This design comes from an exercise in tuning for small area, a short achievable clock period and few clock cycles per item on the open sky130 flow, not from production work.
For this run, only the layout was checked, not whether the RTL still works.

==> flow/config.mk <==
export PLATFORM = sky130hd
export DESIGN_NAME = bitcoin_hash
export DESIGN_NICKNAME = bitcoin_hash
export VERILOG_FILES = /design/flow/design.v
export SDC_FILE = /design/flow/constraint.sdc
export NUM_CORES = 4
export LEC_CHECK = 0
export CAP_MARGIN = 20
export CORE_MARGIN = 2
export CORE_UTILIZATION = 40
export SLEW_MARGIN = 20
==> flow/constraint.sdc <==
create_clock -name core_clock -period 9.0 [get_ports {clk}]
set_input_delay 1.8000 -clock core_clock [delete_from_list [all_inputs] [get_ports {clk}]]
set_output_delay 1.8000 -clock core_clock [all_outputs]
set_load 0.01 [all_outputs]
==> flow/design.v <==
module bitcoin_hash(input logic clk, reset_n, start,
	input logic [15:0] message_addr, output_addr,
	output logic done, mem_we,
	output logic [15:0] mem_addr,
	output logic [31:0] mem_write_data,
	input logic [31:0] mem_read_data);
	enum logic [3:0]{IDLE, S0, S1, S2, S3, S4, S5, S6, S7, S8} state;
	logic [15:0] read_address, write_address;  
	logic [15:0] read_to, write_from;  
	function logic [31:0] k(input logic [7:0] i);
		case (i)
			8'd0: k = 32'h428a2f98;
			8'd1: k = 32'h71374491;
			8'd2: k = 32'hb5c0fbcf;
			8'd3: k = 32'he9b5dba5;
			8'd4: k = 32'h3956c25b;
			8'd5: k = 32'h59f111f1;
			8'd6: k = 32'h923f82a4;
			8'd7: k = 32'hab1c5ed5;
			8'd8: k = 32'hd807aa98;
			8'd9: k = 32'h12835b01;
			8'd10: k = 32'h243185be;
			8'd11: k = 32'h550c7dc3;
			8'd12: k = 32'h72be5d74;
			8'd13: k = 32'h80deb1fe;
			8'd14: k = 32'h9bdc06a7;
			8'd15: k = 32'hc19bf174;
			8'd16: k = 32'he49b69c1;
			8'd17: k = 32'hefbe4786;
			8'd18: k = 32'h0fc19dc6;
			8'd19: k = 32'h240ca1cc;
			8'd20: k = 32'h2de92c6f;
			8'd21: k = 32'h4a7484aa;
			8'd22: k = 32'h5cb0a9dc;
			8'd23: k = 32'h76f988da;
			8'd24: k = 32'h983e5152;
			8'd25: k = 32'ha831c66d;
			8'd26: k = 32'hb00327c8;
			8'd27: k = 32'hbf597fc7;
			8'd28: k = 32'hc6e00bf3;
			8'd29: k = 32'hd5a79147;
			8'd30: k = 32'h06ca6351;
			8'd31: k = 32'h14292967;
			8'd32: k = 32'h27b70a85;
			8'd33: k = 32'h2e1b2138;
			8'd34: k = 32'h4d2c6dfc;
			8'd35: k = 32'h53380d13;
			8'd36: k = 32'h650a7354;
			8'd37: k = 32'h766a0abb;
			8'd38: k = 32'h81c2c92e;
			8'd39: k = 32'h92722c85;
			8'd40: k = 32'ha2bfe8a1;
			8'd41: k = 32'ha81a664b;
			8'd42: k = 32'hc24b8b70;
			8'd43: k = 32'hc76c51a3;
			8'd44: k = 32'hd192e819;
			8'd45: k = 32'hd6990624;
			8'd46: k = 32'hf40e3585;
			8'd47: k = 32'h106aa070;
			8'd48: k = 32'h19a4c116;
			8'd49: k = 32'h1e376c08;
			8'd50: k = 32'h2748774c;
			8'd51: k = 32'h34b0bcb5;
			8'd52: k = 32'h391c0cb3;
			8'd53: k = 32'h4ed8aa4a;
			8'd54: k = 32'h5b9cca4f;
			8'd55: k = 32'h682e6ff3;
			8'd56: k = 32'h748f82ee;
			8'd57: k = 32'h78a5636f;
			8'd58: k = 32'h84c87814;
			8'd59: k = 32'h8cc70208;
			8'd60: k = 32'h90befffa;
			8'd61: k = 32'ha4506ceb;
			8'd62: k = 32'hbef9a3f7;
			8'd63: k = 32'hc67178f2;
			default: k = 32'h00000000;
		endcase
	endfunction
	function logic [31:0] h_const(input logic [2:0] i);
		case (i)
			3'd0: h_const = 32'h6a09e667;
			3'd1: h_const = 32'hbb67ae85;
			3'd2: h_const = 32'h3c6ef372;
			3'd3: h_const = 32'ha54ff53a;
			3'd4: h_const = 32'h510e527f;
			3'd5: h_const = 32'h9b05688c;
			3'd6: h_const = 32'h1f83d9ab;
			3'd7: h_const = 32'h5be0cd19;
		endcase
	endfunction
	logic [31:0] w[32], AtoH[8], h[8], h0[8]; 
	logic [31:0] m16, m17, m18; 	 
	logic [31:0] t0,t00;  
	logic [1:0] round;  
	logic [7:0] t, t_plus_one;  
	logic [3:0] n;  
	logic commonOp;
	function logic [31:0] rrot(input logic [31:0] x, input logic [7:0] r);
		rrot = (x >> r) | (x << (32-r));
	endfunction
	logic [31:0] wtnew;
	always_comb begin : wtnew_calc
		logic [31:0] s0, s1;
			s0 = rrot(w[1],7)^rrot(w[1],18)^(w[1]>>3);
			s1 = rrot(w[14],17)^rrot(w[14],19)^(w[14]>>10);
			wtnew = w[0] + s0 + w[9] + s1;
	end
	logic [255:0] opAtoH;
	always_comb begin : opAtoH_calc
		logic [31:0] t1, t2, s1, ch, s0, maj;
			s1 					= rrot(AtoH[4], 6) ^ rrot(AtoH[4], 11) ^ rrot(AtoH[4], 25);
			ch 					= (AtoH[4] & AtoH[5]) ^ ((~AtoH[4]) & AtoH[6]);
			s0 					= rrot(AtoH[0], 2) ^ rrot(AtoH[0], 13) ^ rrot(AtoH[0], 22);
			maj 				= (AtoH[0] & AtoH[1]) ^ (AtoH[0] & AtoH[2]) ^ (AtoH[1] & AtoH[2]);
			t1 					= s1 + ch + t0;
			t2 					= s0 + maj;
			opAtoH = {t1 + t2, AtoH[0], AtoH[1], AtoH[2], AtoH[3] + t1, AtoH[4], AtoH[5], AtoH[6]};
	end
	always_ff @(posedge clk, negedge reset_n) begin
		if (!reset_n) begin
			state <= IDLE;
			done <= 1;
			mem_we <= 0;
			mem_addr <= 0;
		end else begin
			if (commonOp) begin
				{AtoH[0],AtoH[1],AtoH[2],AtoH[3],AtoH[4],AtoH[5],AtoH[6],AtoH[7]} <= opAtoH;
				t0		<= AtoH[6] + k(t_plus_one) + w[15];
				for (int n = 0; n < 15; n++) w[n] <= w[n+1];
				if (round ==0 && t<14) w[15] <= mem_read_data;
				else if (round !=0 && t<14) w[15] <= w[16];
				else w[15] <= wtnew;
				for (int m = 16; m < 31; m++) w[m] <= w[m+1];
			end 
			case (state)
			IDLE: begin
				mem_we			<= 0;
				n				<= 0;
				for (int i=0; i<8; i++) h[i] <= h_const(i[2:0]);
				if (start) begin
					state 			<= S0;
					mem_addr 		<= message_addr; 
					read_address	<= message_addr + 1;
					write_address	<= output_addr;
					done			<= 0;
				end else begin
					done			<= 1;
				end
			end
			S0: begin
				state			<= S1;
				mem_addr 		<= read_address; 
				read_address	<= read_address + 1;
			end
			S1: begin
				state			<= S2;
				commonOp		<= 0;
				t_plus_one		<= 0;
				mem_addr 		<= read_address; 
				read_address	<= read_address + 1;
				for (int n = 0; n < 15; n++) w[n] <= w[n+1];
				w[15] <= mem_read_data;
			end
			S2: begin 
				state			<= S3;
				commonOp		<= 1;
				t				<= t_plus_one;
				t_plus_one		<= t_plus_one + 1;
				round			<= 0;
				mem_addr 		<= read_address; 
				read_address	<= read_address + 1;
				for (int n = 0; n < 15; n++) w[n] <= w[n+1];
				w[15] 			<= mem_read_data;
				t0				<= h[7] + k(8'd0) + w[15];
				for(int i=0;i<8;i++) AtoH[i] <= h[i];
			end
			S3: begin
				if (t==63) begin
					state 			<= S4;
					commonOp		<= 0;
					t_plus_one		<= 0;
				end else begin
					t				<= t_plus_one;
					t_plus_one		<= t_plus_one + 1;
				end
				mem_addr 		<= read_address; 
				read_address	<= read_address + 1;
				if (t_plus_one == 15) m16 <= mem_read_data;
				if (t_plus_one == 16) m17 <= mem_read_data;
				if (t_plus_one == 17) m18 <= mem_read_data;
			end
			S4: begin  
				state 			<= S5;
				commonOp		<= 1;
				round			<= 1;
				t				<= t_plus_one;
				t_plus_one		<= t_plus_one + 1;
				w[14]				<= m16;
				w[15]				<= m17;
				w[16]				<= m18;
				w[17]				<= n;						
				w[18]				<= 32'h80000000;
				for(int i=19;i<29;i++) w[i] <= 32'h00000000;
				w[29] 				<= 32'd640;
				for(int i=0;i<8;i++) AtoH[i] <= h[i] + AtoH[i];	 
				for(int i=0;i<8;i++) h0[i] <= h[i] + AtoH[i];	 
				for(int i=0;i<8;i++) h[i] <= h[i] + AtoH[i];	 
				t0					<= h[7] + AtoH[7] + k(8'd0) + m16;
				t00					<= h[7] + AtoH[7] + k(8'd0) + m16;
			end
			S5: begin
				if (t==63) begin
					state 			<= S6;
					commonOp		<= 0;
					t_plus_one		<= 0;
				end else begin
					t				<= t_plus_one;
					t_plus_one		<= t_plus_one + 1;
				end
			end
			S6: begin  
				state 			<= S7;
				commonOp		<= 1;
				round			<= 2;
				t				<= t_plus_one;
				t_plus_one		<= t_plus_one + 1;
				for(int i=0;i<8;i++)  w[i+14] <= h[i] + AtoH[i];
				w[22]			<= 32'h80000000;				
				for(int j=23;j<29;j++) w[j] <= 32'h00000000;
				w[29] 			<= 32'd256;
				for (int i=0; i<8; i++) h[i] <= h_const(i[2:0]);
				for (int i=0; i<8; i++) AtoH[i] <= h_const(i[2:0]);
				t0				<= h_const(3'd7) + k(8'd0) + h[0] + AtoH[0];
			end
			S7: begin
				if (t==63) begin
					state 			<= S8;
					commonOp		<= 0;
					t_plus_one		<= 0;
				end else begin
					t				<= t_plus_one;
					t_plus_one		<= t_plus_one + 1;
				end
			end
			S8: begin
				if (n==15)
					state			<= IDLE;
				else begin
					state 			<= S5;
					commonOp		<= 1;
					round			<= 1;
					t				<= t_plus_one;
					t_plus_one		<= t_plus_one + 1;
				end
				n				<= n + 1;
				round			<= 3;
				for(int i=0;i<8;i++) h[i] <= h[i] + AtoH[i];	 
				mem_we			<= 1;
				mem_addr		<= write_address + n;
				mem_write_data	<= h[0] + AtoH[0];
				w[14]				<= m16;
				w[15]				<= m17;
				w[16]				<= m18;
				w[17]				<= n+1;						
				w[18]				<= 32'h80000000;
				for(int i=19;i<29;i++) w[i] <= 32'h00000000;
				w[29] 				<= 32'd640;
				for(int i=0;i<8;i++) AtoH[i] <= h0[i];
				for(int i=0;i<8;i++) h[i] <= h0[i];
				t0					<= t00;
			end
		endcase
		end
	end
endmodule
==> flow/run.sh <==
#!/bin/bash
# synth_recipe.tcl (not shown) runs the flow's synth.tcl, then flattens the netlist and writes it again
# the make line also repeats each setting of config.mk as NAME=value (left out here)
make -C /OpenROAD-flow-scripts/flow DESIGN_CONFIG=/design/flow/config.mk WORK_HOME=/design/flow/orfs CLKGATE_MAP_FILE= SYNTH_SCRIPT=/design/flow/synth_recipe.tcl finish
==> report_table.html <==
<table>
<tr><th>Metric</th><th>Value</th></tr>
<tr><th colspan="2">Die</th></tr>
<tr><td>Die footprint</td><td>about 0.26 mm^2</td></tr>
<tr><td>Horiz. Die Dim</td><td>approximately 500 um</td></tr>
<tr><td>Std-Cell Core Area</td><td>roughly 0.26 mm^2</td></tr>
<tr><td>Die outline height</td><td>approximately 510 um</td></tr>
<tr><td>Top-Level Pins</td><td>about 120</td></tr>
<tr><td>Number of core rows</td><td>186</td></tr>
<tr><td>Effective utilization at floorplan</td><td>40.31%</td></tr>
<tr><th colspan="2">Routing</th></tr>
<tr><td>1st-iter DRT viols</td><td>roughly 12000</td></tr>
<tr><td>Total iterations of the first detailed-routing run</td><td>8</td></tr>
<tr><td>Total wire length</td><td>approximately 400000 um</td></tr>
<tr><td>Residual DRC count</td><td>0</td></tr>
<tr><td>Number of nets with antenna violations after routing</td><td>0</td></tr>
<tr><td>Average vias per placed instance</td><td>around 6.2</td></tr>
<tr><td>Via Count</td><td>between 80000 and 90000</td></tr>
<tr><td>DR WL/cell</td><td>about 31 um</td></tr>
<tr><th colspan="2">Synthesis</th></tr>
<tr><td>Cell types occupying the most area after synthesis</td><td>edfxtp_1 50%, ha_1 7.2%, o21ai_0 4.2%</td></tr>
<tr><td>Avg Cell Area, Syn</td><td>approximately 11 um^2</td></tr>
<tr><td>Most used DFF post-synth</td><td>edfxtp_1</td></tr>
<tr><td>Xor and xnor area share after synthesis</td><td>around 6.1%</td></tr>
<tr><td>Share of synthesized flip-flops with an asynchronous set or reset</td><td>around 1.2%</td></tr>
<tr><td>Combined area of all synthesized cells</td><td>roughly 0.10 mm^2</td></tr>
<tr><td>Gate count of the mapped netlist</td><td>~9300</td></tr>
<tr><td>Top-area cell type share of the netlist area</td><td>roughly half</td></tr>
<tr><td>Syn nets</td><td>between 10000 and 15000</td></tr>
<tr><td>Compound-Gate Fraction of Synth Area</td><td>between 10% and 20%</td></tr>
<tr><td>Mux share of post-synthesis cell area</td><td>0.6911%</td></tr>
<tr><td>Number of flops mapped to enable cells by yosys</td><td>roughly 1700</td></tr>
<tr><td>Number of synthesized register bits</td><td>roughly 1800</td></tr>
<tr><td>Library cell occupying the most area in the post-synthesis netlist</td><td>edfxtp_1</td></tr>
<tr><td>Number of distinct library cells after synthesis</td><td>101</td></tr>
<tr><td>Area fraction in and, or, nand and nor cells after synthesis</td><td>8.236%</td></tr>
<tr><td>Number of warning messages in the yosys log</td><td>37</td></tr>
<tr><td>Fraction of the mapped netlist area in adder cells</td><td>between 10% and 20%</td></tr>
<tr><td>Part of the Yosys area used for sequential elements</td><td>about half</td></tr>
<tr><td>Dominant combinational cell family by area after synthesis</td><td>compound AO/OA/AOI/OAI gates</td></tr>
<tr><th colspan="2">Final layout</th></tr>
<tr><td># fillers</td><td>23750</td></tr>
<tr><td>Most frequent standard cell in the layout excluding fill and tap cells</td><td>edfxtp_1</td></tr>
<tr><td>Total non-filler cell area in the finished layout</td><td>roughly 0.12 mm^2</td></tr>
<tr><td>Area growth from synthesis to layout</td><td>11.62%</td></tr>
<tr><td>Share of cells above drive strength 1</td><td>~6%</td></tr>
<tr><td>Commonest cells after routing, fill and taps aside</td><td>1736 x edfxtp_1, 867 x o21ai_0, 739 x nand2_1</td></tr>
<tr><td>Number of nets at the end of the flow</td><td>10190</td></tr>
<tr><th colspan="2">Worst setup path</th></tr>
<tr><td>Critical path capture point type</td><td>register</td></tr>
<tr><td>Top Family by Delay on Critical Path</td><td>compound AO/OA/AOI/OAI gates</td></tr>
<tr><td>CP Launch Type</td><td>register</td></tr>
<tr><td>Maximum fanout encountered on the critical timing path</td><td>6</td></tr>
<tr><td>Maximum single-stage delay on the critical path</td><td>0.59 ns</td></tr>
<tr><td>Sum of buffers and inverters on the critical path</td><td>4</td></tr>
<tr><td>Most numerous cell on the critical path</td><td>inv_1</td></tr>
<tr><td>Startpoint-to-endpoint class of the critical path</td><td>register to register</td></tr>
<tr><td>Launching instance or port of the critical path</td><td>AtoH[4][13]$_DFFE_PP_</td></tr>
<tr><td>Endpoint required time on the critical path</td><td>roughly 9.6 ns</td></tr>
<tr><td>Crit path DAT</td><td>between 8 and 9 ns</td></tr>
<tr><td>Launch instance of the worst register-to-register path</td><td>AtoH[4][13]$_DFFE_PP_</td></tr>
<tr><td>Critical Path Slowest Stage Cell</td><td>a31oi_1</td></tr>
<tr><th colspan="2">Worst hold path</th></tr>
<tr><td>Beginning of the worst hold path</td><td>w[11][2]$_DFFE_PP_</td></tr>
<tr><td>Worst Hold Class</td><td>register to register</td></tr>
<tr><th colspan="2">Clocking</th></tr>
<tr><td>Post-CTS Repair Setup Buffers</td><td>0</td></tr>
<tr><td>Number of sinks handled by clock tree synthesis</td><td>~1800</td></tr>
<tr><td>CTS clock-pin slew for the worst setup and hold paths</td><td>around 0.070 ns</td></tr>
<tr><td>Clock latency on the worst-skew pair</td><td>between 0.9 and 1 ns</td></tr>
<tr><td>TritonCTS buffer count</td><td>200</td></tr>
<tr><td>H-tree lvl count</td><td>4</td></tr>
<tr><td>Clock tree from TritonCTS</td><td>yes</td></tr>
<tr><td>Clk Tree Root Cell</td><td>clkbuf_16</td></tr>
<tr><td>Number of buffers inserted for hold repair after clock tree synthesis</td><td>0</td></tr>
<tr><td>Clock Path Buffers</td><td>3</td></tr>
<tr><td>Number of gates given a new drive strength after cts</td><td>0</td></tr>
<tr><th colspan="2">Placed design</th></tr>
<tr><td>Final weighted congestion of routability-driven global placement</td><td>0.9785</td></tr>
<tr><td>Port buffer count</td><td>116</td></tr>
<tr><td>DP Area</td><td>~0.11 mm^2</td></tr>
<tr><td>Hpwl dp</td><td>slightly below 300000 um</td></tr>
<tr><th colspan="2">Global route</th></tr>
<tr><td>Maximum number of pins on one net before global-route repair</td><td>between 150 and 200</td></tr>
<tr><td>Vias in the first global route</td><td>76150</td></tr>
<tr><td>Global-route wire length before repair</td><td>between 500000 and 600000 um</td></tr>
<tr><td>Overall global routing resource usage</td><td>approximately 30%</td></tr>
<tr><td>Residual overflow from global routing</td><td>0</td></tr>
<tr><td>Initial antenna violation count</td><td>25</td></tr>
<tr><th colspan="2">Timing</th></tr>
<tr><td>Slew HR</td><td>19.30%</td></tr>
<tr><td>Unrepaired setup endpoints after global routing</td><td>false</td></tr>
<tr><td>Hold Vio Cnt, Final</td><td>0</td></tr>
<tr><td>Final period util</td><td>around 87%</td></tr>
<tr><td>Transition time of the tightest slew-check pin</td><td>approximately 1.2 ns</td></tr>
<tr><td>Total negative setup slack</td><td>0 ns</td></tr>
<tr><td>Max-slew violation count</td><td>0</td></tr>
<tr><td>Clock skew after layout</td><td>0.1062 ns</td></tr>
<tr><td>Highest Clock Rate</td><td>about 130 MHz</td></tr>
<tr><td>Number of failing setup endpoints in the final timing report</td><td>0</td></tr>
<tr><td>Shortest period the worst path allows</td><td>7.790 ns</td></tr>
<tr><th colspan="2">Job</th></tr>
<tr><td>Max-cap violations</td><td>0</td></tr>
<tr><th colspan="2">Status</th></tr>
<tr><td>Result of the run</td><td>finished clean</td></tr>
</table>
[worst reg2reg max path, cell delays in order (launching register included)]
cell	delay [ns]
edfxtp_1	0.57
xor2_1	0.23
xnor2_1	0.30
fa_1	0.48
inv_1	0.11
ha_1	0.25
a211oi_1	0.34
o211ai_1	0.22
a31oi_1	0.60
o21ai_0	0.29
a21oi_1	0.30
inv_1	0.10
a31o_2	0.25
a21o_1	0.21
xor2_1	0.21
inv_1	0.12
fa_1	0.49
inv_1	0.05
ha_1	0.38
and3_1	0.29
nand4_1	0.22
a211o_1	0.38
a31oi_1	0.35
nor2_1	0.10
o21a_1	0.21
o21ai_0	0.24
xnor2_1	0.15
o221ai_1	0.14
[layer usage]
layer	GRT usage [%]	up-vias	share of wire, %
met5	0	-	0.015
met4	13.12	8	5.2
met3	6.603	724	10
met2	44.51	4576	43
met1	40.95	40080	41
li1	-	34800	-
[registers in the layout, summed over array words and instances, names as in the netlist, named ones only]
signal and cells:
done 1, read_address 16, m16 32, AtoH 256, n 4, round 2, t_plus_one 8, h0 256
commonOp 1, m18 32, mem_write_data 32, h 256, write_address 16, m17 32, state 4, mem_we 1
w 721, t00 32, mem_addr 16, t0 32, t 8
[synthesized netlist by cell type (130+ instances only)]
| cell type | instances |
|---|---|
| fa_1 | 183 |
| nand3_1 | 207 |
| xnor2_1 | 490 |
| clkbuf_1 | 366 |
| nand2_1 | 746 |
| a222oi_1 | 130 |
| a21o_1 | 255 |
| a21oi_1 | 731 |
| nor2_1 | 367 |
| inv_1 | 689 |
| ha_1 | 597 |
| o21ai_0 | 869 |
| edfxtp_1 | 1736 |
| xor2_1 | 232 |
[per-stage QoR]
stage,worst slack [ns],std cells,util (%),hold slack [ns]
after global placement,1.245,12520,42.27,0.4003
after CTS,1.236,12900,44.96,0.3809
final,1.210,12910,44.99,0.3903
after detailed placement,1.213,12520,42.28,0.4045
after global routing,0.8645,12900,44.98,0.3960
after floorplan,0.8110,9346,-,0.4003
[logic make-up (layout without fill, tap and decap cells)]
kind of cell	count (synthesis)	after routing
multiplexers	71	71
buffers and inverters	1164	1331
AND/OR/NAND/NOR	1846	1846
XOR/XNOR	722	722
flip-flops	1790	1790
other	0	12
adder cells (fa/ha/maj)	783	783
AO/OA/AOI/OAI	2970	2970
[layout make-up]
class	count	area (um^2)	area share (%)
Inverter	697	2625	2.267
Sequential cell	1790	53320	46.05
Clock buffer	237	5194	4.485
Tap cell	3384	4234	3.656
Timing Repair Buffer	259	2415	2.085
Clock inverter	138	1728	1.492
Multi-Input combinational cell	6392	46250	39.94
Antenna cell	12	30.03	0.02593
[path summary, 6_finish.rpt]
path / end / slack [ns] / cells past startpoint
max: AtoH[0][31]$_DFFE_PP_ / 1.21 / 27
min: w[10][2]$_DFFE_PP_ / 0.39 / 0
max reg2reg: AtoH[0][31]$_DFFE_PP_ / 1.21 / 27
min reg2reg: w[10][2]$_DFFE_PP_ / 0.39 / 0
max in group asynchronous: done$_DFFE_PN1P_ / 7.62 / 2
min in group asynchronous: state[0]$_DFFE_PN0P_ / 1.01 / 2

static timing again, ports no longer ideal:
The results above use ideal ports. As a check the final layout listed here was re-extracted and re-timed, cells and wires unchanged.
Step 1 assumes that a clkbuf_16 drives the clock port and a buf_2 every other input.
Step 2 adds t to the input delays and takes it off the output delays; t is the mean of the earliest and latest rising clock arrival at the registers after step 1. Input paths then give back, and output paths get back, about the clock's delay inside the block.
a / b / c = ideal / step 1 / step 2; a / b = the first two.
shift t [ns]: 0.998
slack for setup (ns): 1.210 / 1.210 / 1.210
worst setup path at the end: register to register
worst slew at a driven data input, ns: 0.31
After both steps this run still meets setup and hold. The setup slack of this run moves by 0.000 ns with the drivers and by 0.000 ns with both steps.
